What follows belongs to an exercise in optimizing a design on an open flow for small area; a production flow would make more cautious choices. At most, simulation tests tie the RTL to the original design; equivalence was not proved. The RTL of runs 1 and 3 was laid out without a check of its function. Power is estimated from default activity; no workload was simulated.

$ cat flow/design.v
`timescale 1ns / 1ns
module alu_top(clk, a, b, s, result, zero);
input clk;
input [15:0] a, b;
input [3:0] s;
output reg [15:0] result;
output reg zero;
reg [15:0] a_q, b_q;
reg [3:0] s_q;
wire [15:0] alu_result;
wire alu_zero;
always @(posedge clk) begin
    a_q <= a;
    b_q <= b;
    s_q <= s;
    result <= alu_result;
    zero <= alu_zero;
end
alu u_alu(.a(a_q), .b(b_q), .s(s_q), .result(alu_result), .zero_detection(alu_zero));
endmodule

`timescale 1ns / 1ns
module three_to_one_mux(d0,d1,d2,s,y);
input [15:0] d0, d1, d2;
input [1:0] s;
output [15:0] y;
reg [15:0] y;
always@(d0 or d1 or d2 or s)
begin
case(s)
      2'b00  : y = d0;
      2'b01  : y = d1;
      2'b10  : y = d2;
      default : y = d0; 
endcase
end
endmodule
module rotate_right(n, value, result);
	input [15:0] n, value;
	output reg [15:0] result;
	reg [15:0] temp, temp2;
	always@(*)
	begin
		temp = 16'd0;
		temp2 = 16'd0;
		case(n[3:0])
			0:
				begin
				result = value;
				end
			1:
				begin
				temp = { {15 - 1 + 1{1'b0}}, value[1 - 1: 0] };
				temp2 = value >> 1;
				result = {temp[1 - 1: 0] , temp2[15 - 1: 0]};
				end
			2:
				begin
				temp = { {15 - 2 + 1{1'b0}}, value[2 - 1: 0] };
				temp2 = value >> 2;
				result = {temp[2 - 1: 0] , temp2[15 - 2: 0]};
				end
			3:
				begin
				temp = { {15 - 3 + 1{1'b0}}, value[3 - 1: 0] };
				temp2 = value >> 3;
				result = {temp[3 - 1: 0] , temp2[15 - 3: 0]};
				end
			4:
				begin
				temp = { {15 - 4 + 1{1'b0}}, value[4 - 1: 0] };
				temp2 = value >> 4;
				result = {temp[4 - 1: 0] , temp2[15 - 4: 0]};
				end
			5:
				begin
				temp = { {15 - 5 + 1{1'b0}}, value[5 - 1: 0] };
				temp2 = value >> 5;
				result = {temp[5 - 1: 0] , temp2[15 - 5: 0]};
				end
			6:
				begin
				temp = { {15 - 6 + 1{1'b0}}, value[6 - 1: 0] };
				temp2 = value >> 6;
				result = {temp[6 - 1: 0] , temp2[15 - 6: 0]};
				end
			7:
				begin
				temp = { {15 - 7 + 1{1'b0}}, value[7 - 1: 0] };
				temp2 = value >> 7;
				result = {temp[7 - 1: 0] , temp2[15 - 7: 0]};
				end
			8:
				begin
				temp = { {15 - 8 + 1{1'b0}}, value[8 - 1: 0] };
				temp2 = value >> 8;
				result = {temp[8 - 1: 0] , temp2[15 - 8: 0]};
				end
			9:
				begin
				temp = { {15 - 9 + 1{1'b0}}, value[9 - 1: 0] };
				temp2 = value >> 9;
				result = {temp[9 - 1: 0] , temp2[15 - 9: 0]};
				end
			10:
				begin
				temp = { {15 - 10 + 1{1'b0}}, value[10 - 1: 0] };
				temp2 = value >> 10;
				result = {temp[10 - 1: 0] , temp2[15 - 10: 0]};
				end
			11:
				begin
				temp = { {15 - 11 + 1{1'b0}}, value[11 - 1: 0] };
				temp2 = value >> 11;
				result = {temp[11 - 1: 0] , temp2[15 - 11: 0]};
				end
			12:
				begin
				temp = { {15 - 12 + 1{1'b0}}, value[12 - 1: 0] };
				temp2 = value >> 12;
				result = {temp[12 - 1: 0] , temp2[15 - 12: 0]};
				end
			13:
				begin
				temp = { {15 - 13 + 1{1'b0}}, value[13 - 1: 0] };
				temp2 = value >> 13;
				result = {temp[13 - 1: 0] , temp2[15 - 13: 0]};
				end
			14:
				begin
				temp = { {15 - 14 + 1{1'b0}}, value[14 - 1: 0] };
				temp2 = value >> 14;
				result = {temp[14 - 1: 0] , temp2[15 - 14: 0]};
				end
			15:
				begin
				temp = { {15 - 15 + 1{1'b0}}, value[15 - 1: 0] };
				temp2 = value >> 15;
				result = {temp[15 - 1: 0] , temp2[15 - 15: 0]};
				end
		endcase
	end
endmodule
module rotate_left(n, value, result);
	input [15:0] n, value;
	output reg [15:0] result;
	reg [15:0] temp, temp2;
	always@(*)
	begin
		temp = 16'd0;
		temp2 = 16'd0;
		case(n[3:0])
			0:
				begin
				result = value;
				end
			1:
				begin
				temp = { {15 - 1 + 1{1'b0}}, value[15:15 - 1 + 1] };
				temp2 = value << 1;
				result = {temp2[15:1] , temp[1 - 1:0]};
				end
			2:
				begin
				temp = { {15 - 2 + 1{1'b0}}, value[15:15 - 2 + 1] };
				temp2 = value << 2;
				result = {temp2[15:2] , temp[2 - 1:0]};
				end
			3:
				begin
				temp = { {15 - 3 + 1{1'b0}}, value[15:15 - 3 + 1] };
				temp2 = value << 3;
				result = {temp2[15:3] , temp[3 - 1:0]};
				end
			4:
				begin
				temp = { {15 - 4 + 1{1'b0}}, value[15:15 - 4 + 1] };
				temp2 = value << 4;
				result = {temp2[15:4] , temp[4 - 1:0]};
				end
			5:
				begin
				temp = { {15 - 5 + 1{1'b0}}, value[15:15 - 5 + 1] };
				temp2 = value << 5;
				result = {temp2[15:5] , temp[5 - 1:0]};
				end
			6:
				begin
				temp = { {15 - 6 + 1{1'b0}}, value[15:15 - 6 + 1] };
				temp2 = value << 6;
				result = {temp2[15:6] , temp[6 - 1:0]};
				end
			7:
				begin
				temp = { {15 - 7 + 1{1'b0}}, value[15:15 - 7 + 1] };
				temp2 = value << 7;
				result = {temp2[15:7] , temp[7 - 1:0]};
				end
			8:
				begin
				temp = { {15 - 8 + 1{1'b0}}, value[15:15 - 8 + 1] };
				temp2 = value << 8;
				result = {temp2[15:8] , temp[8 - 1:0]};
				end
			9:
				begin
				temp = { {15 - 9 + 1{1'b0}}, value[15:15 - 9 + 1] };
				temp2 = value << 9;
				result = {temp2[15:9] , temp[9 - 1:0]};
				end
			10:
				begin
				temp = { {15 - 10 + 1{1'b0}}, value[15:15 - 10 + 1] };
				temp2 = value << 10;
				result = {temp2[15:10] , temp[10 - 1:0]};
				end
			11:
				begin
				temp = { {15 - 11 + 1{1'b0}}, value[15:15 - 11 + 1] };
				temp2 = value << 11;
				result = {temp2[15:11] , temp[11 - 1:0]};
				end
			12:
				begin
				temp = { {15 - 12 + 1{1'b0}}, value[15:15 - 12 + 1] };
				temp2 = value << 12;
				result = {temp2[15:12] , temp[12 - 1:0]};
				end
			13:
				begin
				temp = { {15 - 13 + 1{1'b0}}, value[15:15 - 13 + 1] };
				temp2 = value << 13;
				result = {temp2[15:13] , temp[13 - 1:0]};
				end
			14:
				begin
				temp = { {15 - 14 + 1{1'b0}}, value[15:15 - 14 + 1] };
				temp2 = value << 14;
				result = {temp2[15:14] , temp[14 - 1:0]};
				end
			15:
				begin
				temp = { {15 - 15 + 1{1'b0}}, value[15:15 - 15 + 1] };
				temp2 = value << 15;
				result = {temp2[15:15] , temp[15 - 1:0]};
				end
		endcase
	end
endmodule
`timescale 1ns / 1ns
module alu(a, b, s, result, zero_detection);
  input [15:0] a, b;
  input [3:0] s;
  output [15:0] result;
  output zero_detection;
  wire c_shr   = s[3] & ~s[2] & s[1] & s[0];           
  wire c_andor = s[3] & s[2] & ~s[1];                  
  wire c_arith = s[3] & (s[2] ~^ s[1]);                
  wire c_cmp   = s[3] & ~s[2] & ~s[1];                 
  wire b_small = (b[15:4] == 12'd0);
  wire keep    = s[3] ? (s[2] | s[1] & b_small) : (s[2:0] == 3'b001);
  wire [15:0] a_rev = {a[0], a[1], a[2], a[3], a[4], a[5], a[6], a[7],
                       a[8], a[9], a[10], a[11], a[12], a[13], a[14], a[15]};
  wire rev;
  alu_and3b u_rev(.a(s[1]), .b(s[0]), .cn(s[2]), .y(rev));
  wire [15:0] xn;
  genvar gi, gj;
  generate
    for (gi = 0; gi < 16; gi = gi + 1) begin : g_x
      alu_mux2i u_x(.a(a[gi]), .b(a_rev[gi]), .s(rev), .y(xn[gi]));
    end
  endgenerate
  wire [15:0] x = ~xn;
  wire [3:0] dlo = {4{s[3] & ~s[2] & s[1]}} & (4'd1 << b[1:0]);
  wire [3:0] dhi = 4'd1 << b[3:2];
  wire [15:0] y;
  generate
    for (gi = 0; gi < 16; gi = gi + 1) begin : g_y
      if (gi == 0) begin : g_y0
        assign y[gi] = (~s[3] & b[gi]) | (dlo[gi%4] & dhi[gi/4]) | (s[3] & ~(s[2] & ~s[1]) & ~(~s[2] & s[1]));
      end else begin : g_yj
        assign y[gi] = (~s[3] & b[gi]) | (dlo[gi%4] & dhi[gi/4]);
      end
    end
  endgenerate
  wire inv = ~(s[0] & s[1] & s[2]);
  wire [15:0] e = ({16{c_arith}} & (b ^ {16{inv}})) |
                  ({16{c_andor}} & (s[0] ? (a & b) : (a | b)));
  wire cin = c_arith & ~s[0];
  wire t15 = c_cmp & s[0];
  wire [255:0] pp;
  generate
    for (gi = 0; gi < 16; gi = gi + 1) begin : g_pp_i
      for (gj = 0; gj < 16; gj = gj + 1) begin : g_pp_j
        if (gj == 1)
          assign pp[gi*16+gj] = (x[gi] & y[gj]) | e[gi+1];
        else
          assign pp[gi*16+gj] = x[gi] & y[gj];
      end
    end
  endgenerate
  wire fs0, fc1;
  alu_fa u_fs0(.a(cin), .b(e[0]), .c(pp[0]), .s(fs0), .co(fc1));
  wire fs2, fc3;
  alu_fa u_fs2(.a(pp[16]), .b(pp[1]), .c(fc1), .s(fs2), .co(fc3));
  wire hs4, hc5;
  alu_ha u_hs4(.a(pp[17]), .b(pp[2]), .s(hs4), .co(hc5));
  wire fs6, fc7;
  alu_fa u_fs6(.a(pp[32]), .b(hs4), .c(fc3), .s(fs6), .co(fc7));
  wire hs8, hc9;
  alu_ha u_hs8(.a(pp[18]), .b(pp[33]), .s(hs8), .co(hc9));
  wire fs10, fc11;
  alu_fa u_fs10(.a(pp[3]), .b(pp[48]), .c(hc5), .s(fs10), .co(fc11));
  wire fs12, fc13;
  alu_fa u_fs12(.a(hs8), .b(fs10), .c(fc7), .s(fs12), .co(fc13));
  wire hs14, hc15;
  alu_ha u_hs14(.a(pp[19]), .b(pp[34]), .s(hs14), .co(hc15));
  wire fs16, fc17;
  alu_fa u_fs16(.a(pp[49]), .b(pp[4]), .c(pp[64]), .s(fs16), .co(fc17));
  wire fs18, fc19;
  alu_fa u_fs18(.a(hc9), .b(hs14), .c(fs16), .s(fs18), .co(fc19));
  wire fs20, fc21;
  alu_fa u_fs20(.a(fc11), .b(fs18), .c(fc13), .s(fs20), .co(fc21));
  wire hs22, hc23;
  alu_ha u_hs22(.a(pp[20]), .b(pp[35]), .s(hs22), .co(hc23));
  wire fs24, fc25;
  alu_fa u_fs24(.a(pp[50]), .b(pp[5]), .c(pp[65]), .s(fs24), .co(fc25));
  wire fs26, fc27;
  alu_fa u_fs26(.a(pp[80]), .b(hc15), .c(hs22), .s(fs26), .co(fc27));
  wire fs28, fc29;
  alu_fa u_fs28(.a(fc17), .b(fs24), .c(fs26), .s(fs28), .co(fc29));
  wire fs30, fc31;
  alu_fa u_fs30(.a(fc19), .b(fs28), .c(fc21), .s(fs30), .co(fc31));
  wire hs32, hc33;
  alu_ha u_hs32(.a(pp[21]), .b(pp[36]), .s(hs32), .co(hc33));
  wire fs34, fc35;
  alu_fa u_fs34(.a(pp[51]), .b(pp[66]), .c(pp[6]), .s(fs34), .co(fc35));
  wire fs36, fc37;
  alu_fa u_fs36(.a(pp[81]), .b(pp[96]), .c(hc23), .s(fs36), .co(fc37));
  wire fs38, fc39;
  alu_fa u_fs38(.a(hs32), .b(fc25), .c(fs34), .s(fs38), .co(fc39));
  wire fs40, fc41;
  alu_fa u_fs40(.a(fs36), .b(fc27), .c(fs38), .s(fs40), .co(fc41));
  wire fs42, fc43;
  alu_fa u_fs42(.a(fc29), .b(fs40), .c(fc31), .s(fs42), .co(fc43));
  wire hs44, hc45;
  alu_ha u_hs44(.a(pp[112]), .b(pp[22]), .s(hs44), .co(hc45));
  wire fs46, fc47;
  alu_fa u_fs46(.a(pp[37]), .b(pp[52]), .c(pp[67]), .s(fs46), .co(fc47));
  wire fs48, fc49;
  alu_fa u_fs48(.a(pp[7]), .b(pp[82]), .c(pp[97]), .s(fs48), .co(fc49));
  wire fs50, fc51;
  alu_fa u_fs50(.a(hc33), .b(hs44), .c(fc35), .s(fs50), .co(fc51));
  wire fs52, fc53;
  alu_fa u_fs52(.a(fs46), .b(fs48), .c(fc37), .s(fs52), .co(fc53));
  wire fs54, fc55;
  alu_fa u_fs54(.a(fc39), .b(fs50), .c(fs52), .s(fs54), .co(fc55));
  wire fs56, fc57;
  alu_fa u_fs56(.a(fc41), .b(fs54), .c(fc43), .s(fs56), .co(fc57));
  wire hs58, hc59;
  alu_ha u_hs58(.a(pp[113]), .b(pp[128]), .s(hs58), .co(hc59));
  wire fs60, fc61;
  alu_fa u_fs60(.a(pp[23]), .b(pp[38]), .c(pp[53]), .s(fs60), .co(fc61));
  wire fs62, fc63;
  alu_fa u_fs62(.a(pp[68]), .b(pp[83]), .c(pp[8]), .s(fs62), .co(fc63));
  wire fs64, fc65;
  alu_fa u_fs64(.a(pp[98]), .b(hc45), .c(hs58), .s(fs64), .co(fc65));
  wire fs66, fc67;
  alu_fa u_fs66(.a(fc47), .b(fc49), .c(fs60), .s(fs66), .co(fc67));
  wire fs68, fc69;
  alu_fa u_fs68(.a(fs62), .b(fs64), .c(fc51), .s(fs68), .co(fc69));
  wire fs70, fc71;
  alu_fa u_fs70(.a(fs66), .b(fc53), .c(fs68), .s(fs70), .co(fc71));
  wire fs72, fc73;
  alu_fa u_fs72(.a(fc55), .b(fs70), .c(fc57), .s(fs72), .co(fc73));
  wire hs74, hc75;
  alu_ha u_hs74(.a(pp[114]), .b(pp[129]), .s(hs74), .co(hc75));
  wire fs76, fc77;
  alu_fa u_fs76(.a(pp[144]), .b(pp[24]), .c(pp[39]), .s(fs76), .co(fc77));
  wire fs78, fc79;
  alu_fa u_fs78(.a(pp[54]), .b(pp[69]), .c(pp[84]), .s(fs78), .co(fc79));
  wire fs80, fc81;
  alu_fa u_fs80(.a(pp[99]), .b(pp[9]), .c(hc59), .s(fs80), .co(fc81));
  wire fs82, fc83;
  alu_fa u_fs82(.a(hs74), .b(fc61), .c(fc63), .s(fs82), .co(fc83));
  wire fs84, fc85;
  alu_fa u_fs84(.a(fs76), .b(fs78), .c(fs80), .s(fs84), .co(fc85));
  wire fs86, fc87;
  alu_fa u_fs86(.a(fc65), .b(fc67), .c(fs82), .s(fs86), .co(fc87));
  wire fs88, fc89;
  alu_fa u_fs88(.a(fs84), .b(fc69), .c(fs86), .s(fs88), .co(fc89));
  wire fs90, fc91;
  alu_fa u_fs90(.a(fc71), .b(fs88), .c(fc73), .s(fs90), .co(fc91));
  wire fs92, fc93;
  alu_fa u_fs92(.a(pp[100]), .b(pp[10]), .c(pp[115]), .s(fs92), .co(fc93));
  wire fs94, fc95;
  alu_fa u_fs94(.a(pp[130]), .b(pp[145]), .c(pp[160]), .s(fs94), .co(fc95));
  wire fs96, fc97;
  alu_fa u_fs96(.a(pp[25]), .b(pp[40]), .c(pp[55]), .s(fs96), .co(fc97));
  wire fs98, fc99;
  alu_fa u_fs98(.a(pp[70]), .b(pp[85]), .c(hc75), .s(fs98), .co(fc99));
  wire fs100, fc101;
  alu_fa u_fs100(.a(fc77), .b(fc79), .c(fs92), .s(fs100), .co(fc101));
  wire fs102, fc103;
  alu_fa u_fs102(.a(fs94), .b(fs96), .c(fc81), .s(fs102), .co(fc103));
  wire fs104, fc105;
  alu_fa u_fs104(.a(fs98), .b(fc83), .c(fs100), .s(fs104), .co(fc105));
  wire fs106, fc107;
  alu_fa u_fs106(.a(fc85), .b(fs102), .c(fc87), .s(fs106), .co(fc107));
  wire fs108, fc109;
  alu_fa u_fs108(.a(fs104), .b(fc89), .c(fs106), .s(fs108), .co(fc109));
  wire fs110, fc111;
  alu_fa u_fs110(.a(pp[101]), .b(pp[116]), .c(pp[11]), .s(fs110), .co(fc111));
  wire fs112, fc113;
  alu_fa u_fs112(.a(pp[131]), .b(pp[146]), .c(pp[161]), .s(fs112), .co(fc113));
  wire fs114, fc115;
  alu_fa u_fs114(.a(pp[176]), .b(pp[26]), .c(pp[41]), .s(fs114), .co(fc115));
  wire fs116, fc117;
  alu_fa u_fs116(.a(pp[56]), .b(pp[71]), .c(pp[86]), .s(fs116), .co(fc117));
  wire fs118, fc119;
  alu_fa u_fs118(.a(fc93), .b(fc95), .c(fc97), .s(fs118), .co(fc119));
  wire fs120, fc121;
  alu_fa u_fs120(.a(fs110), .b(fs112), .c(fs114), .s(fs120), .co(fc121));
  wire fs122, fc123;
  alu_fa u_fs122(.a(fs116), .b(fc99), .c(fc101), .s(fs122), .co(fc123));
  wire fs124, fc125;
  alu_fa u_fs124(.a(fs118), .b(fc103), .c(fs120), .s(fs124), .co(fc125));
  wire fs126, fc127;
  alu_fa u_fs126(.a(fc105), .b(fs122), .c(fs124), .s(fs126), .co(fc127));
  wire fs128, fc129;
  alu_fa u_fs128(.a(fc107), .b(fs126), .c(fc109), .s(fs128), .co(fc129));
  wire fs130, fc131;
  alu_fa u_fs130(.a(pp[102]), .b(pp[117]), .c(pp[12]), .s(fs130), .co(fc131));
  wire fs132, fc133;
  alu_fa u_fs132(.a(pp[132]), .b(pp[147]), .c(pp[162]), .s(fs132), .co(fc133));
  wire fs134, fc135;
  alu_fa u_fs134(.a(pp[177]), .b(pp[192]), .c(pp[27]), .s(fs134), .co(fc135));
  wire fs136, fc137;
  alu_fa u_fs136(.a(pp[42]), .b(pp[57]), .c(pp[72]), .s(fs136), .co(fc137));
  wire fs138, fc139;
  alu_fa u_fs138(.a(pp[87]), .b(fc111), .c(fc113), .s(fs138), .co(fc139));
  wire fs140, fc141;
  alu_fa u_fs140(.a(fc115), .b(fc117), .c(fs130), .s(fs140), .co(fc141));
  wire fs142, fc143;
  alu_fa u_fs142(.a(fs132), .b(fs134), .c(fs136), .s(fs142), .co(fc143));
  wire fs144, fc145;
  alu_fa u_fs144(.a(fc119), .b(fc121), .c(fs138), .s(fs144), .co(fc145));
  wire fs146, fc147;
  alu_fa u_fs146(.a(fs140), .b(fs142), .c(fc123), .s(fs146), .co(fc147));
  wire fs148, fc149;
  alu_fa u_fs148(.a(fc125), .b(fs144), .c(fs146), .s(fs148), .co(fc149));
  wire fs150, fc151;
  alu_fa u_fs150(.a(fc127), .b(fs148), .c(fc129), .s(fs150), .co(fc151));
  wire fs152, fc153;
  alu_fa u_fs152(.a(pp[103]), .b(pp[118]), .c(pp[133]), .s(fs152), .co(fc153));
  wire fs154, fc155;
  alu_fa u_fs154(.a(pp[13]), .b(pp[148]), .c(pp[163]), .s(fs154), .co(fc155));
  wire fs156, fc157;
  alu_fa u_fs156(.a(pp[178]), .b(pp[193]), .c(pp[208]), .s(fs156), .co(fc157));
  wire fs158, fc159;
  alu_fa u_fs158(.a(pp[28]), .b(pp[43]), .c(pp[58]), .s(fs158), .co(fc159));
  wire fs160, fc161;
  alu_fa u_fs160(.a(pp[73]), .b(pp[88]), .c(fc131), .s(fs160), .co(fc161));
  wire fs162, fc163;
  alu_fa u_fs162(.a(fc133), .b(fc135), .c(fc137), .s(fs162), .co(fc163));
  wire fs164, fc165;
  alu_fa u_fs164(.a(fs152), .b(fs154), .c(fs156), .s(fs164), .co(fc165));
  wire fs166, fc167;
  alu_fa u_fs166(.a(fs158), .b(fc139), .c(fc141), .s(fs166), .co(fc167));
  wire fs168, fc169;
  alu_fa u_fs168(.a(fs160), .b(fc143), .c(fs162), .s(fs168), .co(fc169));
  wire fs170, fc171;
  alu_fa u_fs170(.a(fs164), .b(fc145), .c(fs166), .s(fs170), .co(fc171));
  wire fs172, fc173;
  alu_fa u_fs172(.a(fs168), .b(fc147), .c(fs170), .s(fs172), .co(fc173));
  wire fs174, fc175;
  alu_fa u_fs174(.a(fc149), .b(fs172), .c(fc151), .s(fs174), .co(fc175));
  wire fs176, fc177;
  alu_fa u_fs176(.a(pp[104]), .b(pp[119]), .c(pp[134]), .s(fs176), .co(fc177));
  wire fs178, fc179;
  alu_fa u_fs178(.a(pp[149]), .b(pp[14]), .c(pp[164]), .s(fs178), .co(fc179));
  wire fs180, fc181;
  alu_fa u_fs180(.a(pp[179]), .b(pp[194]), .c(pp[209]), .s(fs180), .co(fc181));
  wire fs182, fc183;
  alu_fa u_fs182(.a(pp[224]), .b(pp[29]), .c(pp[44]), .s(fs182), .co(fc183));
  wire fs184, fc185;
  alu_fa u_fs184(.a(pp[59]), .b(pp[74]), .c(pp[89]), .s(fs184), .co(fc185));
  wire fs186, fc187;
  alu_fa u_fs186(.a(fc153), .b(fc155), .c(fc157), .s(fs186), .co(fc187));
  wire fs188, fc189;
  alu_fa u_fs188(.a(fc159), .b(fs176), .c(fs178), .s(fs188), .co(fc189));
  wire fs190, fc191;
  alu_fa u_fs190(.a(fs180), .b(fs182), .c(fs184), .s(fs190), .co(fc191));
  wire fs192, fc193;
  alu_fa u_fs192(.a(fc161), .b(fc163), .c(fc165), .s(fs192), .co(fc193));
  wire fs194, fc195;
  alu_fa u_fs194(.a(fs186), .b(fs188), .c(fs190), .s(fs194), .co(fc195));
  wire fs196, fc197;
  alu_fa u_fs196(.a(fc167), .b(fc169), .c(fs192), .s(fs196), .co(fc197));
  wire fs198, fc199;
  alu_fa u_fs198(.a(fs194), .b(fc171), .c(fs196), .s(fs198), .co(fc199));
  wire fs200, fc201;
  alu_fa u_fs200(.a(fc173), .b(fs198), .c(fc175), .s(fs200), .co(fc201));
  wire xs202;
  alu_xor u_xs202(.a(t15), .b(pp[105]), .y(xs202));
  wire xs203;
  alu_xor u_xs203(.a(pp[120]), .b(pp[135]), .y(xs203));
  wire xs204;
  alu_xor u_xs204(.a(pp[150]), .b(pp[15]), .y(xs204));
  wire xs205;
  alu_xor u_xs205(.a(pp[165]), .b(pp[180]), .y(xs205));
  wire xs206;
  alu_xor u_xs206(.a(pp[195]), .b(pp[210]), .y(xs206));
  wire xs207;
  alu_xor u_xs207(.a(pp[225]), .b(pp[240]), .y(xs207));
  wire xs208;
  alu_xor u_xs208(.a(pp[30]), .b(pp[45]), .y(xs208));
  wire xs209;
  alu_xor u_xs209(.a(pp[60]), .b(pp[75]), .y(xs209));
  wire xs210;
  alu_xor u_xs210(.a(pp[90]), .b(xs202), .y(xs210));
  wire xs211;
  alu_xor u_xs211(.a(xs203), .b(xs204), .y(xs211));
  wire xs212;
  alu_xor u_xs212(.a(xs205), .b(xs206), .y(xs212));
  wire xs213;
  alu_xor u_xs213(.a(xs207), .b(xs208), .y(xs213));
  wire xs214;
  alu_xor u_xs214(.a(xs209), .b(xs210), .y(xs214));
  wire xs215;
  alu_xor u_xs215(.a(xs211), .b(xs212), .y(xs215));
  wire xs216;
  alu_xor u_xs216(.a(xs213), .b(fc177), .y(xs216));
  wire xs217;
  alu_xor u_xs217(.a(fc179), .b(fc181), .y(xs217));
  wire xs218;
  alu_xor u_xs218(.a(fc183), .b(fc185), .y(xs218));
  wire xs219;
  alu_xor u_xs219(.a(xs214), .b(xs215), .y(xs219));
  wire xs220;
  alu_xor u_xs220(.a(xs216), .b(xs217), .y(xs220));
  wire xs221;
  alu_xor u_xs221(.a(xs218), .b(xs219), .y(xs221));
  wire xs222;
  alu_xor u_xs222(.a(xs220), .b(fc187), .y(xs222));
  wire xs223;
  alu_xor u_xs223(.a(fc189), .b(fc191), .y(xs223));
  wire xs224;
  alu_xor u_xs224(.a(xs221), .b(xs222), .y(xs224));
  wire xs225;
  alu_xor u_xs225(.a(xs223), .b(xs224), .y(xs225));
  wire xs226;
  alu_xor u_xs226(.a(fc193), .b(fc195), .y(xs226));
  wire xs227;
  alu_xor u_xs227(.a(xs225), .b(xs226), .y(xs227));
  wire xs228;
  alu_xor u_xs228(.a(fc197), .b(xs227), .y(xs228));
  wire xs229;
  alu_xor u_xs229(.a(xs228), .b(fc199), .y(xs229));
  wire xs230;
  alu_xor u_xs230(.a(xs229), .b(fc201), .y(xs230));
  wire ix231;
  alu_xor u_ix231(.a(fs108), .b(fc91), .y(ix231));
  wire in232, ix233;
  alu_nand2 u_in232(.a(fs108), .b(fc91), .y(in232));
  alu_xnor u_ix233(.a(fs128), .b(in232), .y(ix233));
  wire ia234;
  alu_and2 u_ia234(.a(fs108), .b(fs128), .y(ia234));
  wire in235, ix236;
  alu_nand2 u_in235(.a(ia234), .b(fc91), .y(in235));
  alu_xnor u_ix236(.a(fs150), .b(in235), .y(ix236));
  wire ia237;
  alu_and2 u_ia237(.a(ia234), .b(fs150), .y(ia237));
  wire in238, ix239;
  alu_nand2 u_in238(.a(ia237), .b(fc91), .y(in238));
  alu_xnor u_ix239(.a(fs174), .b(in238), .y(ix239));
  wire ia240;
  alu_and2 u_ia240(.a(ia237), .b(fs174), .y(ia240));
  wire in241, ix242;
  alu_nand2 u_in241(.a(ia240), .b(fc91), .y(in241));
  alu_xnor u_ix242(.a(fs200), .b(in241), .y(ix242));
  wire ia243;
  alu_and2 u_ia243(.a(ia240), .b(fs200), .y(ia243));
  wire in244, ix245;
  alu_nand2 u_in244(.a(ia243), .b(fc91), .y(in244));
  alu_xnor u_ix245(.a(xs230), .b(in244), .y(ix245));
  wire ina246;
  alu_nand2 u_ina246(.a(ia243), .b(xs230), .y(ina246));
  wire [15:0] p = {ix245, ix242, ix239, ix236, ix233, ix231, fs90, fs72, fs56, fs42, fs30, fs20, fs12, fs6, fs2, fs0};
  wire blk_or = fs108 | fs128 | fs150 | fs174 | fs200 | xs230;
  wire blk_nand = ina246;
  wire late = fc91;
  wire top_ne = a[15] ^ b[15];
  wire cmp_top = a[15] ^ ~s[0];
  wire keep_p = keep & ~c_cmp;
  wire sel_p = keep_p & ~c_shr;
  wire sel_r = keep_p & c_shr;
  wire sel_c = c_cmp & ~top_ne;                        
  wire one_c = c_cmp & top_ne & cmp_top;               
  alu_ao221 u_r0(.a1(p[0]), .a2(sel_p), .b1(p[15]), .b2(sel_r | sel_c), .c(one_c), .y(result[0]));
  generate
    for (gi = 1; gi < 16; gi = gi + 1) begin : g_r
      alu_ao22 u_r(.a1(p[gi]), .a2(sel_p), .b1(p[15-gi]), .b2(sel_r), .y(result[gi]));
    end
  endgenerate
  wire hi_or;
  alu_mux2 u_hi(.a(blk_or), .b(blk_nand), .s(late), .y(hi_or));
  wire lo_or = keep_p & (p[9:0] != 10'd0) | one_c;
  alu_aoi221 u_z(.a1(keep_p), .a2(hi_or), .b1(sel_c), .b2(p[15]), .c(lo_or), .y(zero_detection));
endmodule
module alu_fa(a, b, c, s, co);
  input a, b, c;
  output s, co;
  assign s = a ^ b ^ c;
  assign co = (a & b) | (a & c) | (b & c);
endmodule
module alu_ha(a, b, s, co);
  input a, b;
  output s, co;
  assign s = a ^ b;
  assign co = a & b;
endmodule
module alu_xor(a, b, y);
  input a, b;
  output y;
  assign y = a ^ b;
endmodule
module alu_xnor(a, b, y);
  input a, b;
  output y;
  assign y = ~(a ^ b);
endmodule
module alu_nand2(a, b, y);
  input a, b;
  output y;
  assign y = ~(a & b);
endmodule
module alu_and2(a, b, y);
  input a, b;
  output y;
  assign y = a & b;
endmodule
module alu_mux2(a, b, s, y);
  input a, b, s;
  output y;
  assign y = s ? b : a;
endmodule
module alu_mux2i(a, b, s, y);
  input a, b, s;
  output y;
  assign y = ~(s ? b : a);
endmodule
module alu_and3b(a, b, cn, y);
  input a, b, cn;
  output y;
  assign y = a & b & ~cn;
endmodule
module alu_ao22(a1, a2, b1, b2, y);
  input a1, a2, b1, b2;
  output y;
  assign y = (a1 & a2) | (b1 & b2);
endmodule
module alu_ao221(a1, a2, b1, b2, c, y);
  input a1, a2, b1, b2, c;
  output y;
  assign y = (a1 & a2) | (b1 & b2) | c;
endmodule
module alu_aoi221(a1, a2, b1, b2, c, y);
  input a1, a2, b1, b2, c;
  output y;
  assign y = ~((a1 & a2) | (b1 & b2) | c);
endmodule
$ cat flow/flow/run.sh
#!/bin/bash
# The standard layout (standard.sh: the standard synthesis, then ORFS to
# finish) with three ORFS options: the smallest buffer, sky130_fd_sc_hd__buf_1,
# on every port; the buffers Yosys/ABC put in removed before placement (ORFS
# re-buffers where slew, capacitance or timing need it); and ORFS's power
# recovery (downsizing gates off the critical paths) after global routing.
set -euo pipefail
bash standard.sh "BUFFER_PORTS_ARGS=-buffer_cell sky130_fd_sc_hd__buf_1" REMOVE_ABC_BUFFERS=1 RECOVER_POWER=100 finish > orfs_make.log 2>&1
$ cat flow/standard.sh
#!/bin/bash
# synth_recipe.tcl (not shown) runs the flow's synth.tcl, then flattens the netlist and writes it again
# the make line also repeats each setting of config.mk as NAME=value (left out here)
make -C /OpenROAD-flow-scripts/flow DESIGN_CONFIG=/design/flow/config.mk WORK_HOME=/design/flow/orfs CLKGATE_MAP_FILE= SYNTH_SCRIPT=/design/flow/synth_recipe.tcl "${@:-finish}"
$ cat flow/config.mk
export PLATFORM = sky130hd
export DESIGN_NAME = alu_top
export DESIGN_NICKNAME = alu_top
export VERILOG_FILES = /design/flow/design.v
export SDC_FILE = /design/flow/constraint.sdc
export NUM_CORES = 4
export LEC_CHECK = 0
export CAP_MARGIN = 20
export CORE_MARGIN = 2
export CORE_UTILIZATION = 65
export GPL_TIMING_DRIVEN = 0
export PLACE_DENSITY = 0.75
export SLEW_MARGIN = 20
export SYNTH_HIERARCHICAL = 1
export SYNTH_MINIMUM_KEEP_SIZE = 0
$ cat flow/constraint.sdc
create_clock -name core_clock -period 8.0 [get_ports {clk}]
set_input_delay 1.6000 -clock core_clock [delete_from_list [all_inputs] [get_ports {clk}]]
set_output_delay 1.6000 -clock core_clock [all_outputs]
set_load 0.01 [all_outputs]
==> impl_metrics.json, run 1 <==
{
  "gp_congestion": 0.917,
  "timing.final.ws_setup_ns": 0.248,
  "ios": 54,
  "gr-usage-met3_pct": 5.51,
  "cp_top_family": "adder cells",
  "slowest_stage": "mux2i_2",
  "cp_slowest_stage_delay_ns": 0.91,
  "p_per_area_nw_per_um2": 271,
  "fmax_mhz": 129,
  "crit_buf_inv": 0,
  "endpoint_kind": "register",
  "drive_gt1_share_pct": 5.34,
  "dieWidth_um": 94.5,
  "die_area_sq_um": 8930,
  "cts_buffers": 5,
  "r2r.worst_path.cells": 16,
  "required_ns": 8.26,
  "busiest_layer": "met2",
  "wl_per_cell_um": 19.5,
  "slew_headroom_pct": 24.0,
  "async_flop_share_pct": 0,
  "htreeDepth": 2,
  "grt_pass1_vias": 4505,
  "path_cells": "and3b_2 -> mux2i_2 -> nor2_1 -> fa_1 -> fa_1 -> fa_1 -> fa_1 -> fa_1 -> fa_1 -> fa_1 -> fa_1 -> fa_1 -> and2_1 -> nand2_1 -> xnor2_1 -> a221o_1",
  "leakage_uw": 0.00255,
  "core_area_sq_um": 8090,
  "path_class": "register to register",
  "irDropWorstVdd_mv": 0.212,
  "finClkSkew_ns": 0.0199,
  "hp-class": "register to register",
  "status": "complete, no violations",
  "grt_pass1_wl_mm": 21.8,
  "grt_max_degree": 26,
  "synthCells": 543,
  "dpl.hpwl_mm": 10.2,
  "fp.dieH_um": 94.5,
  "cts_tree": "yes",
  "yosysSeqAreaShare_pct": 19.9,
  "nets": 722,
  "routed_wl_mm": 13.4,
  "dr_total_vias": 4261,
  "crit_fanout": 25,
  "arrival_ns": 8.01,
  "synth_seq_cells": 53,
  "worstSkewPairLatency_ns": 0.32,
  "portBuffers": 53,
  "worstHoldPathCells": 2,
  "ys.flop_type": "dfxtp_1",
  "crit_top_cell": "fa_1",
  "grt_use_met2_pct": 54.2,
  "synth_edf_count": 0,
  "fin_crit_sh_pct": 96.9,
  "final_max_slew_viol_count": 0,
  "grt_antenna_before_repair": 0,
  "cts.sinks": 53,
  "globalRouteMet1Util_pct": 41.0,
  "clk_path_buf_depth": 2,
  "overflow": 0,
  "route.detailed.drc": 0,
  "cts_root_buffer": "clkbuf_8",
  "initial_utilization_pct": 65.8,
  "viasPerCell": 6.21,
  "yosys.cell_types.count": 40,
  "nFillCells": 653,
  "cp-start-kind": "register",
  "initialDrtViolationCount": 386,
  "diodes": 0,
  "clk_pin_slew_ns": 0.10,
  "ant_nets": 0,
  "final_core_util_pct": 70.6,
  "grt_usage_pct": 32.1,
  "cp.depth": 16,
  "setup_viol": 0,
  "netlist_area_sq_um": 5330,
  "syn_to_final_growth_pct": 7.21,
  "worstMarginPinSlew_ns": 1.13,
  "avgSynthCellArea_sq_um": 9.81,
  "drv_cap": 0,
  "synth_warnings": 8,
  "rows": 33,
  "post-cts-setup-buffer-count": 0,
  "period_minus_slack_ns": 7.75,
  "finalHoldViolations": 0,
  "dp_slack_ns": -0.0365,
  "drt_pass1_iterations": 6,
  "grt_setup_unrepaired": "false"
}
## cell usage in the layout (no fill, tap or decap), types with 12 or more instances in the layout
| cell type | synthesis | layout |
|---|---|---|
| nand2_1 | 25 | 25 |
| xor2_1 | 45 | 45 |
| o21ai_0 | 31 | 30 |
| nor2_1 | 141 | 141 |
| ha_1 | 12 | 12 |
| fa_1 | 93 | 93 |
| a22o_1 | 16 | 16 |
| a22oi_1 | 21 | 21 |
| buf_1 | 4 | 53 |
| dfxtp_1 | 53 | 53 |
## synth_stat cells, drive strengths merged, types with 6 or more instances
cell / n / area share (%)
a22o: 16 / 2.6
a22oi: 26 / 4.1
and2: 6 / 0.70
buf: 14 / 1.3
clkbuf: 13 / 0.92
dfxtp: 53 / 20
fa: 93 / 35
ha: 12 / 2.8
mux2i: 16 / 3.0
nand2: 25 / 1.8
nor2: 141 / 9.9
o21ai: 32 / 3.0
xnor2: 7 / 1.2
xor2: 45 / 7.4
## tightest hold or removal path, cell delays in order (launching register included)
cell and delay (ns):
dfxtp_1 0.38, a31oi_1 0.29, a221oi_2 0.10
## path summary, 6_finish.rpt
path              slack (ns)                end           start
setup / recovery        0.25  result[0]$_DFF_P_  s_q[0]$_DFF_P_
hold / removal          0.80       zero$_DFF_P_  s_q[3]$_DFF_P_
setup reg to reg        0.25  result[0]$_DFF_P_  s_q[0]$_DFF_P_
hold reg to reg         0.80       zero$_DFF_P_  s_q[3]$_DFF_P_
## cell type report
type / count / area [sq um] / area share (%)
Multi-Input combinational cell: 458 / 4150 / 72.7
Sequential cell: 53 / 1060 / 18.6
Timing Repair Buffer: 57 / 236 / 4.14
Tap cell: 105 / 131 / 2.30
Clock buffer: 6 / 72.6 / 1.27
Clock inverter: 2 / 38.8 / 0.679
Inverter: 5 / 18.8 / 0.329
## flip-flops by register name, summed over array words and instances, names as in the netlist
name,flops
result,16
zero,1
b_q,16
a_q,16
s_q,4
## per-module statistics from Yosys, one instance, submodules excluded
module,flip-flops and latches,times used,cells,area (sq um)
alu_top,53,1,53,1060
alu_nand2,0,6,1,3.75
alu_ha,0,8,1,12.5
alu_xnor,0,5,1,8.76
alu_aoi221,0,1,1,15.0
alu,0,1,309,1610
alu_ao221,0,1,1,10.0
alu_mux2i,0,16,1,10.0
alu_and2,0,4,1,6.26
alu_ao22,0,15,1,8.76
alu_fa,0,93,1,20.0
alu_xor,0,30,1,8.76
alu_and3b,0,1,1,8.76
alu_mux2,0,1,1,15.0
## metal layers
| metal | vias to the layer above | wire length, um |
|---|---|---|
| li1 | 1871 | - |
| met1 | 2077 | 5150 |
| met2 | 261 | 6510 |
| met3 | 52 | 1190 |
| met4 | 0 | 534 |
| met5 | - | 0 |
## kinds of logic after synthesis
logic type	Yosys count	synth area share (%)
fa+ha+maj	105	37.8
xor+xnor	52	8.55
mux	17	3.29
compound gates	85	11.8
flops	53	19.9
buf+inv	32	2.58
simple gates	199	16.1
## per-stage QoR
| stage | hold WS, ns | cell area (sq um) | std cells | power, uW | TNS [ns] |
|---|---|---|---|---|---|
| final | 0.801 | 5710 | 686 | 1550 | 0 |
| after global placement | 0.753 | 5540 | 674 | 1310 | -0.844 |
| after floorplan | 0.700 | 5210 | 516 | 1050 | 0 |
| after CTS | 0.804 | 5700 | 685 | 1540 | 0 |
| after detailed placement | 0.789 | 5590 | 677 | 1350 | -0.0631 |
| after global routing | 0.852 | 5710 | 686 | 1640 | 0 |
## report_power, final
| part | total (uW) | internal [uW] | switching [uW] |
|---|---|---|---|
| Clock | 187 | 94.2 | 92.9 |
| Combinational | 1040 | 420 | 616 |
| Sequential | 324 | 300 | 23.5 |
## timing repair
item                       4_1_cts  5_1_grt
resized for setup                1        1
hold buffers                     0        0
setup endpoints to repair        3        3
pin swaps                        0        0
==> inputs of run 2 (changes only) <==
--- a/flow/design.v
+++ b/flow/design.v
@@ -285,5 +285,7 @@
   endgenerate
-  wire inv = ~(s[0] & s[1] & s[2]);
-  wire [15:0] e = ({16{c_arith}} & (b ^ {16{inv}})) |
-                  ({16{c_andor}} & (s[0] ? (a & b) : (a | b)));
+  wire inv = c_arith & ~(s[0] & s[1] & s[2]);
+  wire k_e = c_arith | (c_andor & ~s[0]);
+  wire [15:0] e_a = a & {16{c_andor}};
+  wire [15:0] e_b = b ^ {16{inv}};
+  wire [15:0] e = (e_a & e_b) | (e_a & {16{k_e}}) | (e_b & {16{k_e}});
   wire cin = c_arith & ~s[0];
==> impl_metrics.json, run 2 <==
{
  "period_minus_slack_ns": 7.71,
  "grt_pass1_wl_mm": 22.3,
  "grt_max_degree": 31,
  "nets": 692,
  "slowest_stage": "a31o_1",
  "dr_total_vias": 4269,
  "dpl.hpwl_mm": 10.2,
  "mostFrequentLayoutCell": "nor2_1",
  "synth_seq_cells": 53,
  "diodes": 0,
  "viasPerCell": 6.52,
  "synthCells": 518,
  "routed_wl_mm": 13.6,
  "async_flop_share_pct": 0,
  "arrival_ns": 7.96,
  "gp_congestion": 0.934,
  "leakage_uw": 0.00249,
  "crit_fanout": 24,
  "final_max_slew_viol_count": 0,
  "core_area_sq_um": 7810,
  "grt_setup_unrepaired": "false",
  "path_cells": "inv_1 -> ha_1 -> nand2_1 -> a31o_1 -> xor2_1 -> o21ai_1 -> fa_1 -> fa_1 -> fa_1 -> fa_1 -> fa_1 -> fa_1 -> fa_1 -> fa_1 -> fa_1 -> fa_1 -> or4_1 -> o41ai_1 -> o21bai_1 -> a221oi_2",
  "initial_utilization_pct": 67.6,
  "route.detailed.drc": 0,
  "fin_crit_sh_pct": 96.4,
  "worstMarginPinSlew_ns": 1.20,
  "cp_slowest_stage_delay_ns": 0.84,
  "grt_antenna_before_repair": 0,
  "status": "complete, no violations",
  "path_class": "register to register",
  "yosys.cell_types.count": 52,
  "htreeDepth": 2,
  "irDropWorstVdd_mv": 0.240,
  "clk_pin_slew_ns": 0.11,
  "grt_usage_pct": 33.5,
  "worstSkewPairLatency_ns": 0.32,
  "initialDrtViolationCount": 429,
  "yosysTopAreaCell": "fa_1",
  "largestRegisters": "a_q (16), b_q (16), result (16)",
  "fp.dieH_um": 94.1,
  "fmax_mhz": 130,
  "synth_edf_count": 0,
  "netlist_area_sq_um": 5280,
  "slew_headroom_pct": 17.7,
  "wl_per_cell_um": 20.8,
  "placed_cell_area_sq_um": 5510,
  "syn_to_final_growth_pct": 6.50,
  "finalHoldViolations": 0,
  "drive_gt1_share_pct": 6.51,
  "grt_pass1_vias": 4405,
  "required_ns": 8.24,
  "avgSynthCellArea_sq_um": 10.2,
  "final_cell_mix": "nor2_1, fa_1, dfxtp_1, buf_1, xor2_1",
  "portBuffers": 53,
  "yosys-top-cells-area": "fa_1, dfxtp_1, nor2_1, xor2_1, mux2i_1",
  "cts.sinks": 53,
  "synth_warnings": 8,
  "cts_tree": "yes",
  "ys.flop_type": "dfxtp_1",
  "finalInstanceArea_sq_um": 5620,
  "ios": 54,
  "ys_top_cells_by_count": "nor2_1, fa_1, dfxtp_1, xor2_1, mux2i_1",
  "drv_cap": 0,
  "synth.most_common_cell": "nor2_1",
  "overflow": 0,
  "cp-start-kind": "register",
  "drt_pass1_iterations": 5,
  "synth_top_area_share_pct": 35.3,
  "tns_ns": 0,
  "clk_path_buf_depth": 2,
  "rows": 32,
  "endpoint_kind": "register",
  "ant_nets": 0,
  "crit_top_cell": "fa_1",
  "dieWidth_um": 94.1,
  "setup_viol": 0,
  "post-cts-setup-buffer-count": 0,
  "p_per_area_nw_per_um2": 279,
  "hp-class": "register to register",
  "yosysSeqAreaShare_pct": 20.1,
  "cts_root_buffer": "clkbuf_8",
  "finClkSkew_ns": 0.0109,
  "cts_buffers": 5,
  "die_area_sq_um": 8860
}
==> run 2: per-stage QoR <==
| step | setup slack, ns | util (%) | instances | power (uW) | hold slack (ns) |
|---|---|---|---|---|---|
| 2_1_floorplan | 0.937 | - | 488 | 1070 | 0.751 |
| 3_3_place_gp | -0.253 | 70.0 | 643 | 1340 | 0.846 |
| 3_5_place_dp | 0.213 | 70.5 | 645 | 1390 | 0.894 |
| 4_1_cts | 0.200 | 71.8 | 653 | 1560 | 0.914 |
| 5_1_grt | 0.00277 | 72.0 | 655 | 1690 | 0.983 |
| 6_report | 0.285 | 72.0 | 655 | 1570 | 0.931 |
==> run 2: modules after synthesis, one instance, submodules excluded <==
| module | copies in the design | cells | flip-flops and latches |
|---|---|---|---|
| alu_mux2 | 1 | 1 | 0 |
| alu_fa | 93 | 1 | 0 |
| alu_ao221 | 1 | 1 | 0 |
| alu_xnor | 5 | 1 | 0 |
| alu_xor | 30 | 1 | 0 |
| alu_and2 | 4 | 1 | 0 |
| alu_ha | 8 | 1 | 0 |
| alu_nand2 | 6 | 1 | 0 |
| alu_ao22 | 15 | 1 | 0 |
| alu_mux2i | 16 | 1 | 0 |
| alu_and3b | 1 | 1 | 0 |
| alu_top | 1 | 53 | 53 |
| alu | 1 | 284 | 0 |
| alu_aoi221 | 1 | 1 | 0 |
==> run 2: worst max-delay path: cells and delay by family (launching register included) <==
kind,cells,cell delay [ns]
buffers and inverters,1,0.16
xor gates and xnor gates,1,0.19
AOI/OAI and AO/OA,5,1.60
and+or+nand+nor,2,0.65
DFF,1,0.58
adders and majority gates,11,4.46
==> run 2: cell families after synthesis <==
logic type,after synthesis,synth area share [%]
xor gates and xnor gates,42,6.97
muxes,19,3.72
AOI/OAI and AO/OA,75,12.1
buffers and inverters,35,3.01
DFF,53,20.1
and+or+nand+nor,191,16.4
adders and majority gates,103,37.6
==> run 2: final cells by class <==
cell class / instances / area (sq um)
multi-input combinational: 430 / 4080
inverter: 5 / 18.8
tap: 102 / 128
fill: 641 / 2190
clock buffer: 5 / 68.8
clock inverter: 3 / 28.8
sequential: 53 / 1060
timing repair buffer: 57 / 234
==> run 2: repair_timing <==
action	in CTS	in global routing
hold buffers	0	0
gates resized for setup	0	1
setup endpoints to repair	0	3
==> run 2: final timing paths <==
path                                     start                end  slack [ns]  depth (start not counted)
worst max-delay path            s_q[1]$_DFF_P_       zero$_DFF_P_        0.29                         20
worst min-delay path            s_q[1]$_DFF_P_  result[0]$_DFF_P_        0.93                          2
worst max register to register  s_q[1]$_DFF_P_       zero$_DFF_P_        0.29                         20
worst min register to register  s_q[1]$_DFF_P_  result[0]$_DFF_P_        0.93                          2
==> run 2: power breakdown <==
part	total, uW	internal (uW)	switching, uW
sequential	324	301	22.6
clock	173	65.9	107
combinational	1070	432	639
total	1570	799	768
==> run 2: routing by layer <==
metal	global-route usage, %	routed length (um)	vias to the layer above
met4	12.7	564	0
met5	0	0	-
met3	6.34	1170	58
met2	56.7	6760	285
li1	-	-	1834
met1	42.8	5120	2092
==> inputs of run 3 (changes only) <==
--- a/flow/design.v
+++ b/flow/design.v
@@ -273,19 +273,7 @@
   wire [15:0] x = ~xn;
-  wire [3:0] dlo = {4{s[3] & ~s[2] & s[1]}} & (4'd1 << b[1:0]);
-  wire [3:0] dhi = 4'd1 << b[3:2];
-  wire [15:0] y;
-  generate
-    for (gi = 0; gi < 16; gi = gi + 1) begin : g_y
-      if (gi == 0) begin : g_y0
-        assign y[gi] = (~s[3] & b[gi]) | (dlo[gi%4] & dhi[gi/4]) | (s[3] & ~(s[2] & ~s[1]) & ~(~s[2] & s[1]));
-      end else begin : g_yj
-        assign y[gi] = (~s[3] & b[gi]) | (dlo[gi%4] & dhi[gi/4]);
-      end
-    end
-  endgenerate
-  wire inv = c_arith & ~(s[0] & s[1] & s[2]);
-  wire k_e = c_arith | (c_andor & ~s[0]);
-  wire [15:0] e_a = a & {16{c_andor}};
-  wire [15:0] e_b = b ^ {16{inv}};
-  wire [15:0] e = (e_a & e_b) | (e_a & {16{k_e}}) | (e_b & {16{k_e}});
+  wire [15:0] onehot = 16'd1 << b[3:0];
+  wire [15:0] y = ~s[3] ? b : (s[1] & ~s[2]) ? onehot : {15'd0, ~(s[2] & ~s[1])};
+  wire inv = ~(s[0] & s[1] & s[2]);
+  wire [15:0] e = ({16{c_arith}} & (b ^ {16{inv}})) |
+                  ({16{c_andor}} & (s[0] ? (a & b) : (a | b)));
   wire cin = c_arith & ~s[0];
==> flow/flow/run.sh (replaced) <==
#!/bin/bash
# The standard layout (standard.sh: the standard synthesis, then ORFS to
# finish), with the smallest buffer, sky130_fd_sc_hd__buf_1, on every port and
# ORFS's power recovery (downsizing gates off the critical paths) after global
# routing.
set -euo pipefail
bash standard.sh "BUFFER_PORTS_ARGS=-buffer_cell sky130_fd_sc_hd__buf_1" RECOVER_POWER=100 finish > orfs_make.log 2>&1
==> impl_metrics.json, run 3 <==
{
  "clk_pin_slew_ns": 0.09,
  "path_class": "register to register",
  "portBuffers": 53,
  "nets": 724,
  "gp_congestion": 0.985,
  "placed_cell_area_sq_um": 5760,
  "dieWidth_um": 95.3,
  "routed_wl_mm": 13.6,
  "top_layer": "met4",
  "cp-start-kind": "register",
  "drt_pass1_iterations": 5,
  "endpoint_kind": "register",
  "die_area_sq_um": 9080,
  "crit_top_cell": "fa_1",
  "grt_pass1_vias": 4292,
  "grt_setup_unrepaired": "false",
  "synth_top_family_by_area": "adder cells",
  "arrival_ns": 7.68,
  "ios": 54,
  "cts_root_buffer": "clkbuf_8",
  "synth.most_common_cell": "nor2_1",
  "synth_top_area_share_pct": 34.4,
  "diodes": 0,
  "synth_seq_cells": 53,
  "ys_top_cells_by_count": "nor2_1, fa_1, dfxtp_1, xor2_1, nand2_1",
  "viasPerCell": 6.16,
  "synth_compound_area_share_pct": 9.40,
  "yosysSeqAreaShare_pct": 19.6,
  "initialDrtViolationCount": 292,
  "route.detailed.drc": 0,
  "wl_met3_mm": 1.19,
  "finalHoldViolations": 0,
  "slowest_stage": "mux2i_1",
  "required_ns": 8.21,
  "async_flop_share_pct": 0,
  "grt_max_degree": 17,
  "yosys.area_share.simple_pct": 15.4,
  "ant_nets": 0,
  "hp-class": "register to register",
  "dpl.hpwl_mm": 10.8,
  "irDropWorstVdd_mv": 0.138,
  "wl_met2_mm": 6.60,
  "fp.dieH_um": 95.3,
  "path_cells": "and3b_2 -> mux2i_1 -> clkbuf_1 -> nor2_1 -> fa_1 -> fa_1 -> fa_1 -> fa_1 -> fa_1 -> fa_1 -> fa_1 -> fa_1 -> fa_1 -> xor2_1 -> nor4_1 -> nand2_1 -> mux2_4 -> a221oi_1",
  "rows": 33,
  "cp_slowest_stage_delay_ns": 0.75,
  "crit_fanout": 16,
  "mostFrequentLayoutCell": "nor2_1",
  "worstHoldPathCells": 2,
  "wl_met1_mm": 5.41,
  "final_max_slew_viol_count": 0,
  "reg2reg_slack_ns": 0.52,
  "final_cell_mix": "nor2_1, fa_1, buf_1, dfxtp_1, xor2_1",
  "grt_antenna_before_repair": 0,
  "netlist_area_sq_um": 5420,
  "synth-xor-area-share_pct": 8.40,
  "period_minus_slack_ns": 7.48,
  "hold_path_end": "result[15]$_DFF_P_",
  "cts.sinks": 53,
  "finClkSkew_ns": 0.00649,
  "yosys-top-cells-area": "fa_1, dfxtp_1, nor2_1, xor2_1, xnor2_1",
  "slew_headroom_pct": 39.5,
  "finalInstanceArea_sq_um": 5840,
  "muxShareOfSynthArea_pct": 3.65,
  "largestRegisters": "a_q (16), b_q (16), result (16)",
  "r2r_end": "zero$_DFF_P_",
  "reg2reg_from": "s_q[2]$_DFF_P_",
  "yosysTopAreaCell": "fa_1",
  "r2r.worst_path.cells": 18,
  "avgSynthCellArea_sq_um": 10.4,
  "syn_to_final_growth_pct": 7.78,
  "htreeDepth": 2,
  "p_per_area_nw_per_um2": 256,
  "wl_per_cell_um": 19.8,
  "leakage_uw": 0.00258,
  "initial_utilization_pct": 66.6,
  "worstSkewPairLatency_ns": 0.30,
  "grt_pass1_wl_mm": 22.0,
  "worstMarginPinSlew_ns": 0.907,
  "cp_top_family": "adder cells",
  "tns_ns": 0,
  "synth_fa_ha_area_share_pct": 39.9,
  "crit_buf_inv": 1,
  "status": "complete, no violations",
  "drive_gt1_share_pct": 7.56,
  "clk_path_buf_depth": 2,
  "drv_cap": 0,
  "cts_buffers": 5,
  "overflow": 0,
  "cts_tree": "yes",
  "grt_usage_pct": 32.3,
  "yosys.cell_types.count": 51,
  "hold_start": "s_q[2]$_DFF_P_",
  "setup_viol": 0,
  "finalPower_uw": 1500,
  "ys.flop_type": "dfxtp_1",
  "synth_edf_count": 0,
  "synthCells": 521,
  "synth_warnings": 8,
  "core_area_sq_um": 8130,
  "fin_crit_sh_pct": 93.4,
  "fmax_mhz": 134,
  "dr_total_vias": 4232
}
-- run 3: changes by cell type in the layout (fill, tap and decap cells not counted), moves of 7 or more --
cell and delta:
xnor2_1 +17, maj3_1 +15, nand2_1 +15, nand3_1 -12
clkbuf_1 +9, o211ai_1 -9, o221ai_1 +9, o2111ai_1 -8
a21oi_1 -7, buf_2 +7, xor2_1 -7
-- run 3: modules after synthesis, one instance, submodules excluded, excerpt --
module      cell area, sq um  flip-flops and latches  times used
alu_aoi221              15.0                       0           1
alu_top                 1060                      53           1
alu_ha                  12.5                       0           8
alu_ao221               10.0                       0           1
alu_and2                6.26                       0           4
alu_nand2               3.75                       0           6
alu_xor                 8.76                       0          30
alu_mux2                15.0                       0           1
alu_mux2i               10.0                       0          16
alu                     1700                       0           1
alu_and3b               8.76                       0           1
-- run 3: final cells by class --
cell class                      instances  area [sq um]
Inverter                                7          26.3
Multi-Input combinational cell        433          4160
Buffer                                 28           174
Fill cell                             619          2290
Tap cell                              105           131
Timing Repair Buffer                   54           204
Sequential cell                        53          1060
Clock inverter                          1          8.76
Clock buffer                            6          72.6
-- run 3: per-layer routing --
layer,track usage (%),vias to the layer above
li1,-,1861
met4,9.90,0
met1,44.1,2074
met3,5.30,28
met2,53.1,269
met5,0,-
-- run 3: logic make-up (layout without fill, tap and decap cells) --
| family | count (synthesis) | count (layout) |
|---|---|---|
| and+or+nand+nor | 187 | 187 |
| AOI/OAI and AO/OA | 56 | 56 |
| adders and majority gates | 120 | 120 |
| muxes | 18 | 18 |
| buffers and inverters | 35 | 96 |
| xor gates and xnor gates | 52 | 52 |
| DFF | 53 | 53 |
-- run 3: worst max-delay path by stage --
stage                   start                 to  slack (ns)  cells past startpoint
2_1_floorplan  s_q[2]$_DFF_P_       zero$_DFF_P_        1.40                     18
3_3_place_gp   s_q[2]$_DFF_P_  result[0]$_DFF_P_        0.40                     17
3_5_place_dp   s_q[2]$_DFF_P_       zero$_DFF_P_        0.27                     18
4_1_cts        s_q[2]$_DFF_P_       zero$_DFF_P_        0.24                     18
5_1_grt        s_q[2]$_DFF_P_       zero$_DFF_P_        0.27                     18
6_report       s_q[2]$_DFF_P_       zero$_DFF_P_        0.52                     18
-- run 3: worst min-delay path: stages, from the launching register on --
cell     delay, ns
dfxtp_1       0.49
nor4_2        0.14
a22o_1        0.17
-- run 3: where the power goes --
group          internal [uW]  switching [uW]
combinational            440             594
clock                   60.7            81.5
sequential               301            17.7
-- run 3: repair_timing --
action	CTS	global route
setup buffers	0	0
setup endpoints to repair	0	1
hold buffers	0	0
gates resized for setup	0	1
-- run 3: per-stage QoR --
| stage | utilization [%] | hold slack, ns | setup slack, ns | std cells |
|---|---|---|---|---|
| global route | 71.8 | 0.910 | 0.266 | 687 |
| floorplan | - | 0.792 | 1.40 | 521 |
| detailed placement | 70.8 | 0.825 | 0.273 | 680 |
| finish | 71.8 | 0.846 | 0.524 | 687 |
| CTS | 71.8 | 0.842 | 0.237 | 687 |
| global placement | 70.7 | 0.880 | 0.404 | 679 |
==> inputs of run 4 (changes only) <==
--- a/flow/design.v
+++ b/flow/design.v
@@ -272,8 +272,25 @@
   endgenerate
-  wire [15:0] x = ~xn;
-  wire [15:0] onehot = 16'd1 << b[3:0];
-  wire [15:0] y = ~s[3] ? b : (s[1] & ~s[2]) ? onehot : {15'd0, ~(s[2] & ~s[1])};
-  wire inv = ~(s[0] & s[1] & s[2]);
-  wire [15:0] e = ({16{c_arith}} & (b ^ {16{inv}})) |
-                  ({16{c_andor}} & (s[0] ? (a & b) : (a | b)));
+  wire ysel_b = ~s[3];
+  wire [3:0] dlo = {4{s[3] & ~s[2] & s[1]}} & (4'd1 << b[1:0]);
+  wire [3:0] dhi = 4'd1 << b[3:2];
+  wire y_one = s[3] & (s[2] ~^ s[1]);
+  wire [15:0] yn;
+  alu_aoi221 u_y0(.a1(ysel_b), .a2(b[0]), .b1(dlo[0]), .b2(dhi[0]), .c(y_one), .y(yn[0]));
+  generate
+    for (gi = 1; gi < 16; gi = gi + 1) begin : g_y
+      alu_aoi22 u_y(.a1(ysel_b), .a2(b[gi]), .b1(dlo[gi%4]), .b2(dhi[gi/4]), .y(yn[gi]));
+    end
+  endgenerate
+  wire inv = ~s[2] | (s[1] & ~s[0]);
+  wire k_e = c_arith | (c_andor & ~s[0]);
+  wire [15:0] en;
+  generate
+    for (gi = 0; gi < 16; gi = gi + 1) begin : g_e
+      wire ea_n, eb_n;
+      alu_nand2 u_ea(.a(a[gi]), .b(c_andor), .y(ea_n));
+      alu_xnor u_eb(.a(b[gi]), .b(inv), .y(eb_n));
+      alu_maj3 u_e(.a(ea_n), .b(eb_n), .c(~k_e), .y(en[gi]));
+    end
+  endgenerate
+  wire [15:0] e = ~en;
   wire cin = c_arith & ~s[0];
@@ -283,7 +300,8 @@
     for (gi = 0; gi < 16; gi = gi + 1) begin : g_pp_i
-      for (gj = 0; gj < 16; gj = gj + 1) begin : g_pp_j
-        if (gj == 1)
-          assign pp[gi*16+gj] = (x[gi] & y[gj]) | e[gi+1];
-        else
-          assign pp[gi*16+gj] = x[gi] & y[gj];
+      for (gj = 0; gj < 16 - gi; gj = gj + 1) begin : g_pp_j
+        if (gj == 1) begin : g_e
+          alu_oai21 u_pp(.a1(xn[gi]), .a2(yn[gj]), .b(en[gi+1]), .y(pp[gi*16+gj]));
+        end else begin : g_p
+          alu_nor2 u_pp(.a(xn[gi]), .b(yn[gj]), .y(pp[gi*16+gj]));
+        end
       end
@@ -597,4 +615,6 @@
   alu_mux2 u_hi(.a(blk_or), .b(blk_nand), .s(late), .y(hi_or));
-  wire lo_or = keep_p & (p[9:0] != 10'd0) | one_c;
-  alu_aoi221 u_z(.a1(keep_p), .a2(hi_or), .b1(sel_c), .b2(p[15]), .c(lo_or), .y(zero_detection));
+  wire hi_or9;
+  alu_or2 u_hi9(.a(hi_or), .b(p[9]), .y(hi_or9));
+  wire lo_or = keep_p & (p[8:0] != 9'd0) | one_c;
+  alu_aoi221 u_z(.a1(keep_p), .a2(hi_or9), .b1(sel_c), .b2(p[15]), .c(lo_or), .y(zero_detection));
 endmodule
@@ -632,2 +652,27 @@
 endmodule
+module alu_nor2(a, b, y);
+  input a, b;
+  output y;
+  assign y = ~(a | b);
+endmodule
+module alu_oai21(a1, a2, b, y);
+  input a1, a2, b;
+  output y;
+  assign y = ~((a1 | a2) & b);
+endmodule
+module alu_aoi22(a1, a2, b1, b2, y);
+  input a1, a2, b1, b2;
+  output y;
+  assign y = ~((a1 & a2) | (b1 & b2));
+endmodule
+module alu_maj3(a, b, c, y);
+  input a, b, c;
+  output y;
+  assign y = (a & b) | (a & c) | (b & c);
+endmodule
+module alu_or2(a, b, y);
+  input a, b;
+  output y;
+  assign y = a | b;
+endmodule
 module alu_mux2(a, b, s, y);
==> flow/flow/run.sh (replaced) <==
#!/bin/bash
# The standard layout (standard.sh: the standard synthesis, then ORFS to
# finish) with three ORFS options: the smallest buffer, sky130_fd_sc_hd__buf_1,
# on every port; the buffers Yosys/ABC put in removed before placement (ORFS
# re-buffers where slew, capacitance or timing need it); and ORFS's power
# recovery (downsizing gates off the critical paths) after global routing.
set -euo pipefail
bash standard.sh "BUFFER_PORTS_ARGS=-buffer_cell sky130_fd_sc_hd__buf_1" REMOVE_ABC_BUFFERS=1 RECOVER_POWER=100 finish > orfs_make.log 2>&1
==> impl_metrics.json, run 4 <==
{
  "clk_pin_slew_ns": 0.10,
  "yosysSeqAreaShare_pct": 20.7,
  "synthCells": 484,
  "drive_gt1_share_pct": 10.6,
  "dpl.hpwl_mm": 10.3,
  "routed_wl_mm": 12.8,
  "viasPerCell": 6.13,
  "yosys.cell_types.count": 34,
  "cp_slowest_stage_delay_ns": 0.91,
  "synth_warnings": 7,
  "final_core_util_pct": 72.8,
  "nFillCells": 585,
  "synth_seq_cells": 53,
  "mostFrequentLayoutCell": "nor2_1",
  "leakage_uw": 0.00238,
  "cts.sinks": 53,
  "rows": 32,
  "path_cells": "inv_1 -> nor2_1 -> a221oi_1 -> buf_4 -> nor2_1 -> ha_1 -> fa_1 -> fa_1 -> fa_1 -> fa_1 -> fa_1 -> fa_1 -> fa_1 -> fa_1 -> xor2_1 -> nor4_1 -> nand2_1 -> mux2_4 -> or2_0 -> a221oi_2",
  "post-place-cells": 643,
  "ys_top_cells_by_count": "nor2_1, fa_1, dfxtp_1, xor2_1, nand2_1",
  "yosysTopAreaCell": "fa_1",
  "status": "complete, no violations",
  "worstSkewPairLatency_ns": 0.30,
  "wl_per_cell_um": 19.7,
  "p_int_uw": 783,
  "cp-start-kind": "register",
  "ys.flop_type": "dfxtp_1",
  "crit_top_cell": "fa_1",
  "drt_pass1_iterations": 7,
  "worstMarginPinSlew_ns": 1.14,
  "p_per_area_nw_per_um2": 267,
  "crit_buf_inv": 2,
  "core_area_sq_um": 7690,
  "endpoint_kind": "register",
  "gp_congestion": 0.916,
  "fp.dieH_um": 92.7,
  "largestRegisters": "a_q (16), b_q (16), result (16)",
  "fin_cells": 651,
  "drv_cap": 0,
  "diodes": 0,
  "yosys-top-cells-area": "fa_1, dfxtp_1, nor2_1, xor2_1, a22oi_2",
  "synth.most_common_cell": "nor2_1",
  "clkPwrFrac_pct": 10.2,
  "post-cts-setup-buffer-count": 0,
  "syn_to_final_growth_pct": 9.39,
  "initial_utilization_pct": 66.6,
  "cts_tree": "yes",
  "synth_edf_count": 0,
  "overflow": 0,
  "fmax_mhz": 133,
  "async_flop_share_pct": 0,
  "slew_headroom_pct": 24.2,
  "p_switching_uw": 712,
  "avgSynthCellArea_sq_um": 10.6,
  "pwr-share-comb_pct": 68.4,
  "die_area_sq_um": 8600,
  "final_cell_mix": "nor2_1, fa_1, dfxtp_1, buf_1, xor2_1",
  "setup_viol": 0,
  "required_ns": 8.23,
  "irDropWorstVdd_mv": 0.375,
  "htreeDepth": 2,
  "grt_max_degree": 19,
  "fin_crit_sh_pct": 93.7,
  "swShare_pct": 47.6,
  "dieWidth_um": 92.7,
  "cts_root_buffer": "clkbuf_8",
  "nets": 686,
  "hp-class": "register to register",
  "synth_top_area_share_pct": 36.4,
  "portBuffers": 53,
  "grt_usage_pct": 32.6,
  "initialDrtViolationCount": 335,
  "period_minus_slack_ns": 7.50,
  "seq_power_share_pct": 21.4,
  "cts_resized": 0,
  "grt_setup_unrepaired": "false",
  "clk_path_buf_depth": 2,
  "grt_pass1_wl_mm": 21.3,
  "slowest_stage": "a221oi_1",
  "arrival_ns": 7.73,
  "cp_top_family": "adder cells",
  "dr_total_vias": 3991,
  "route.detailed.drc": 0,
  "final_max_slew_viol_count": 0,
  "ant_nets": 0,
  "ios": 54,
  "hold_buffers": 0,
  "netlist_area_sq_um": 5120,
  "path_class": "register to register",
  "cts_buffers": 5,
  "grt_antenna_before_repair": 0,
  "finClkSkew_ns": 0.00726,
  "grt_pass1_vias": 4279,
  "finalHoldViolations": 0,
  "crit_fanout": 18
}
## run 4: cell type report
type	count	area (sq um)	share of cell area, %
clock buffer	6	72.6	1.30
clock inverter	2	15.0	0.268
inverter	3	11.3	0.201
multi-input combinational	427	4060	72.5
sequential	53	1060	18.9
tap	102	128	2.28
timing repair buffer	58	251	4.49
## run 4: per-module statistics from Yosys, one instance, submodules excluded, a selection
module	area [sq um]	flip-flops and latches	cells inside	times used
alu_top	1060	53	53	1
alu_fa	20.0	0	1	93
alu_mux2	15.0	0	1	1
alu_aoi221	15.0	0	1	2
alu_aoi22	12.5	0	1	15
alu_maj3	11.3	0	1	16
alu_mux2i	10.0	0	1	16
alu_ao221	10.0	0	1	1
alu_and3b	8.76	0	1	1
alu_ao22	8.76	0	1	15
alu_xor	8.76	0	1	30
alu_xnor	8.76	0	1	21
alu_and2	6.26	0	1	4
alu_or2	6.26	0	1	1
alu_oai21	5.00	0	1	15
alu_nand2	3.75	0	1	22
## run 4: power groups by stage
stage	clock, uW	sequential (uW)	combinational, uW
final	152	320	1020
after global routing	167	323	1110
after CTS	159	320	1020
after detailed placement	0	326	1020
after global placement	0	325	979
after floorplan	0	336	714
## run 4: path summary, 6_finish.rpt
check	from	to	depth (start not counted)	slack, ns
worst max-delay path	s_q[3]$_DFF_P_	zero$_DFF_P_	20	0.50
worst max register to register	s_q[3]$_DFF_P_	zero$_DFF_P_	20	0.50
worst min register to register	s_q[3]$_DFF_P_	zero$_DFF_P_	3	0.77
worst min-delay path	s_q[3]$_DFF_P_	zero$_DFF_P_	3	0.77
## run 4: metal layers
metal  wire length (um)  part of all wire [%]  track usage [%]
met2               6410                    50             55.8
met1               4870                    38             40.6
met4                544                   4.2             14.7
met3               1020                   7.9             5.70
met5                  0                     0                0
## run 4: stage by stage
step | total power, uW | setup TNS (ns) | area, sq um | hold WS (ns) | setup WS (ns)
final | 1490 | 0 | 5600 | 0.767 | 0.504
after global placement | 1300 | -0.778 | 5430 | 0.728 | -0.392
after floorplan | 1050 | 0 | 5110 | 0.669 | 0.489
after CTS | 1500 | 0 | 5600 | 0.765 | 0.236
after detailed placement | 1350 | 0 | 5510 | 0.749 | 0.278
after global routing | 1600 | 0 | 5600 | 0.842 | 0.303
## run 4: cells by family after synthesis
logic type	count (synthesis)	share of synthesized area, %
AND/OR/NAND/NOR	186	15.1
adder cells (fa/ha/maj)	117	41.8
AO/OA/AOI/OAI	54	9.41
flip-flops	53	20.7
XOR/XNOR	52	8.90
multiplexers	18	3.62
buffers and inverters	4	0.440
## run 4: worst min-delay path: cells and delay by family (launching register included)
kind,cells,cell delay [ns]
flops,1,0.42
compound gates,2,0.20
simple gates,1,0.11

## afterwards: timing with drivers on the ports
The flow's constraints put no driver on any port. The routed layouts listed below were extracted and timed again, unchanged, in two steps. Step 1, drivers: a clkbuf_16 drives clk and a buf_2 each remaining input, both assumed. Step 2 also shifts input and output timing later by t, the mid clock arrival at the registers, as if the neighbouring blocks saw the same clock. a / b / c = ideal ports / drivers / drivers and shift; a / b = the first two.
run	shift t [ns]	setup WS [ns]
run 1	0.335	0.248 / 0.248 / 0.248
run 2	0.351	0.285 / 0.285 / 0.285
run 3	0.327	0.524 / 0.524 / 0.524
run 4	0.326	0.504 / 0.504 / 0.504
After both steps setup and hold are still met in every run listed.
